This is an optimization exercise on Yosys and OpenROAD, whose aim is small area, a short achievable clock period and few clock cycles, not a production implementation.

// Gcd
module Gcd(
	input [15:0] d1,
	input [15:0] d2,
	input clk,
	input rst,
	input start,
	output ready,
	output [15:0] gcd,
	output finished_flag
);
reg [15:0] a;
reg [15:0] b;
reg        busy;
reg        zero;    
function [15:0] pfx;
	input [15:0] v;
	integer l, i;
	begin
		pfx = v;
		for (l = 0; l < 4; l = l + 1)
			for (i = 0; i < 16; i = i + 1)
				if ((i >> l) & 1)
					pfx[i] = pfx[i] | pfx[((i >> l) << l) - 1];
	end
endfunction
function [3:0] enc;
	input [15:0] h;
	begin
		enc[0] = |(h & 16'hAAAA);
		enc[1] = |(h & 16'hCCCC);
		enc[2] = |(h & 16'hF0F0);
		enc[3] = |(h & 16'hFF00);
	end
endfunction
wire [15:0] axb = a ^ b;
wire [15:0] p   = a | b;
wire [15:0] pp  = pfx(p);
wire [15:0] px  = pfx(axb);
wire done = ~px[15] | zero;
assign ready         = ~busy | done;
assign finished_flag = busy & done;
assign gcd           = a | b;
wire [15:0] lo = p & ~{pp[14:0], 1'b0};      
wire [15:0] lx = axb & ~{px[14:0], 1'b0};    
wire b_even = ~|(b & lo);                    
wire [3:0] s = enc(lx) - enc(lo);
reg [15:0] cg, cp;
integer li, ii;
always @* begin
	cg = a & ~b;
	cp = ~axb;
	cg[0] = cg[0] | cp[0];    
	for (li = 0; li < 4; li = li + 1)
		for (ii = (2 << li) - 1; ii < 16; ii = ii + (2 << li)) begin
			cg[ii] = cg[ii] | (cp[ii] & cg[ii - (1 << li)]);
			cp[ii] = cp[ii] & cp[ii - (1 << li)];
		end
	for (li = 2; li >= 0; li = li - 1)
		for (ii = 3 * (1 << li) - 1; ii < 16; ii = ii + (2 << li)) begin
			cg[ii] = cg[ii] | (cp[ii] & cg[ii - (1 << li)]);
  ...
==> module Gcd, before the edit <==
module Gcd(
	input [15:0] d1,
	input [15:0] d2,
	input clk,
	input rst,
	input start,
	output ready,
	output [15:0] gcd,
	output finished_flag
);
reg [15:0] a;
reg [15:0] b;
reg        busy;
reg        zero;    
function [15:0] pfx;
	input [15:0] v;
	integer l, i;
	begin
		pfx = v;
		for (l = 0; l < 4; l = l + 1)
			for (i = 0; i < 16; i = i + 1)
				if ((i >> l) & 1)
					pfx[i] = pfx[i] | pfx[((i >> l) << l) - 1];
	end
endfunction
function [3:0] enc;
	input [15:0] h;
	begin
		enc[0] = |(h & 16'hAAAA);
		enc[1] = |(h & 16'hCCCC);
		enc[2] = |(h & 16'hF0F0);
		enc[3] = |(h & 16'hFF00);
	end
endfunction
wire [15:0] axb = a ^ b;
wire [15:0] p   = a | b;
wire [15:0] pp  = pfx(p);
wire [15:0] px  = pfx(axb);
wire done = ~px[15] | zero;
assign ready         = ~busy | done;
assign finished_flag = busy & done;
assign gcd           = a | b;
wire [15:0] lo = p & ~{pp[14:0], 1'b0};      
wire [15:0] lx = axb & ~{px[14:0], 1'b0};    
wire b_even = ~|(b & lo);                    
wire [3:0] s = enc(lx) - enc(lo);
reg [15:0] cg, cp;
integer li, ii;
always @* begin
	cg = a & ~b;
	cp = ~axb;
	cg[0] = cg[0] | cp[0];    
	for (li = 0; li < 4; li = li + 1)
		for (ii = (2 << li) - 1; ii < 16; ii = ii + (2 << li)) begin
			cg[ii] = cg[ii] | (cp[ii] & cg[ii - (1 << li)]);
			cp[ii] = cp[ii] & cp[ii - (1 << li)];
		end
	for (li = 2; li >= 0; li = li - 1)
		for (ii = 3 * (1 << li) - 1; ii < 16; ii = ii + (2 << li)) begin
			cg[ii] = cg[ii] | (cp[ii] & cg[ii - (1 << li)]);
			cp[ii] = cp[ii] & cp[ii - (1 << li)];
		end
end
wire [15:0] dab    = ~axb ^ {cg[14:0], 1'b1};
wire        a_lt_b = ~cg[15];
wire [15:0] dabs   = dab ^ ({px[14:0], 1'b0} & {16{a_lt_b}});
wire [15:0] a_step   = dabs >> s;
wire        b_take_a = b_even | a_lt_b;
always @(posedge clk) begin
	if (ready) begin
		a <= d1;
		b <= d2;
		zero <= ~|d1 | ~|d2;
	end else begin
		a <= a_step;
		if (b_take_a)
			b <= a;
	end
	if (~rst)
		busy <= 1'b0;
	else if (ready)
		busy <= start;
end
endmodule
Settings: LEC_CHECK=0, ABC_AREA=1, CAP_MARGIN=20, CORE_MARGIN=2, CORE_UTILIZATION=40, PLACE_DENSITY=0.6, SETUP_SLACK_MARGIN=1.2, SLEW_MARGIN=20; clock period 4.5 ns.
standard.sh (not shown) runs the stock make flow with config.mk's settings and CLKGATE_MAP_FILE= SYNTH_SCRIPT=/design/flow/synth_recipe.tcl, a recipe that flattens the netlist after the stock synthesis.
==> flow/flow/run.sh <==
#!/bin/bash
# Standard layout, except that synthesis leaves the adder cells (fa/ha) to
# abc instead of mapping them first (ADDER_MAP_FILE empty).
set -euo pipefail
bash standard.sh ADDER_MAP_FILE= synth > synth.log 2>&1
bash standard.sh > layout.log 2>&1
The first run passed the timing, design-rule and antenna checks.
Edit:
--- a/flow/design.v
+++ b/flow/design.v
@@ -13,5 +13,4 @@
 reg [15:0] b;
 reg        busy;
-reg        zero;    
 function [15:0] pfx;
 	input [15:0] v;
@@ -38,5 +37,5 @@
 wire [15:0] pp  = pfx(p);
 wire [15:0] px  = pfx(axb);
-wire done = ~px[15] | zero;
+wire done = ~px[15] | ~|a | ~|b;
 assign ready         = ~busy | done;
 assign finished_flag = busy & done;
@@ -53,13 +52,9 @@
 	cg[0] = cg[0] | cp[0];    
 	for (li = 0; li < 4; li = li + 1)
-		for (ii = (2 << li) - 1; ii < 16; ii = ii + (2 << li)) begin
-			cg[ii] = cg[ii] | (cp[ii] & cg[ii - (1 << li)]);
-			cp[ii] = cp[ii] & cp[ii - (1 << li)];
-		end
-	for (li = 2; li >= 0; li = li - 1)
-		for (ii = 3 * (1 << li) - 1; ii < 16; ii = ii + (2 << li)) begin
-			cg[ii] = cg[ii] | (cp[ii] & cg[ii - (1 << li)]);
-			cp[ii] = cp[ii] & cp[ii - (1 << li)];
-		end
+		for (ii = 0; ii < 16; ii = ii + 1)
+			if ((ii >> li) & 1) begin
+				cg[ii] = cg[ii] | (cp[ii] & cg[((ii >> li) << li) - 1]);
+				cp[ii] = cp[ii] & cp[((ii >> li) << li) - 1];
+			end
 end
 wire [15:0] dab    = ~axb ^ {cg[14:0], 1'b1};
@@ -72,5 +67,4 @@
 		a <= d1;
 		b <= d2;
-		zero <= ~|d1 | ~|d2;
 	end else begin
 		a <= a_step;
=> Cell area rose by 7.7%. Utilization fell by 0.57 points. Clock-buffer cell count does not change. Wire length rose by 12%. Critical path depth is unchanged. Worst hold slack gains 0.0031 ns. Non-clock buffer count rose by 12.
No run of this note included a check of the RTL's function; only the layout flow was run.

==> static timing again, ports no longer ideal <==
Ports are ideal in the flow. The routed layouts listed here were re-timed in OpenROAD.
Step 1 assumes that a clkbuf_16 drives the clock port and a buf_2 every other input.
Step 2 moves the port delays by t, midway between the first and last clock arrival at a register: inputs arrive t later, outputs are due t later. That takes back most of the time a late clock gives input paths.
a / b / c = no drivers / after step 1 / after step 2; a / b = the first two.
run | t (ns) | setup WS [ns] | hold WS [ns]
the first run | 0.321 | 1.401 / 1.369 / 1.489 | 0.647 / 0.647 / 0.647
the second run | 0.314 | 1.468 / 1.449 / 1.468 | 0.650 / 0.650 / 0.650
After both steps every run listed still meets setup and hold.
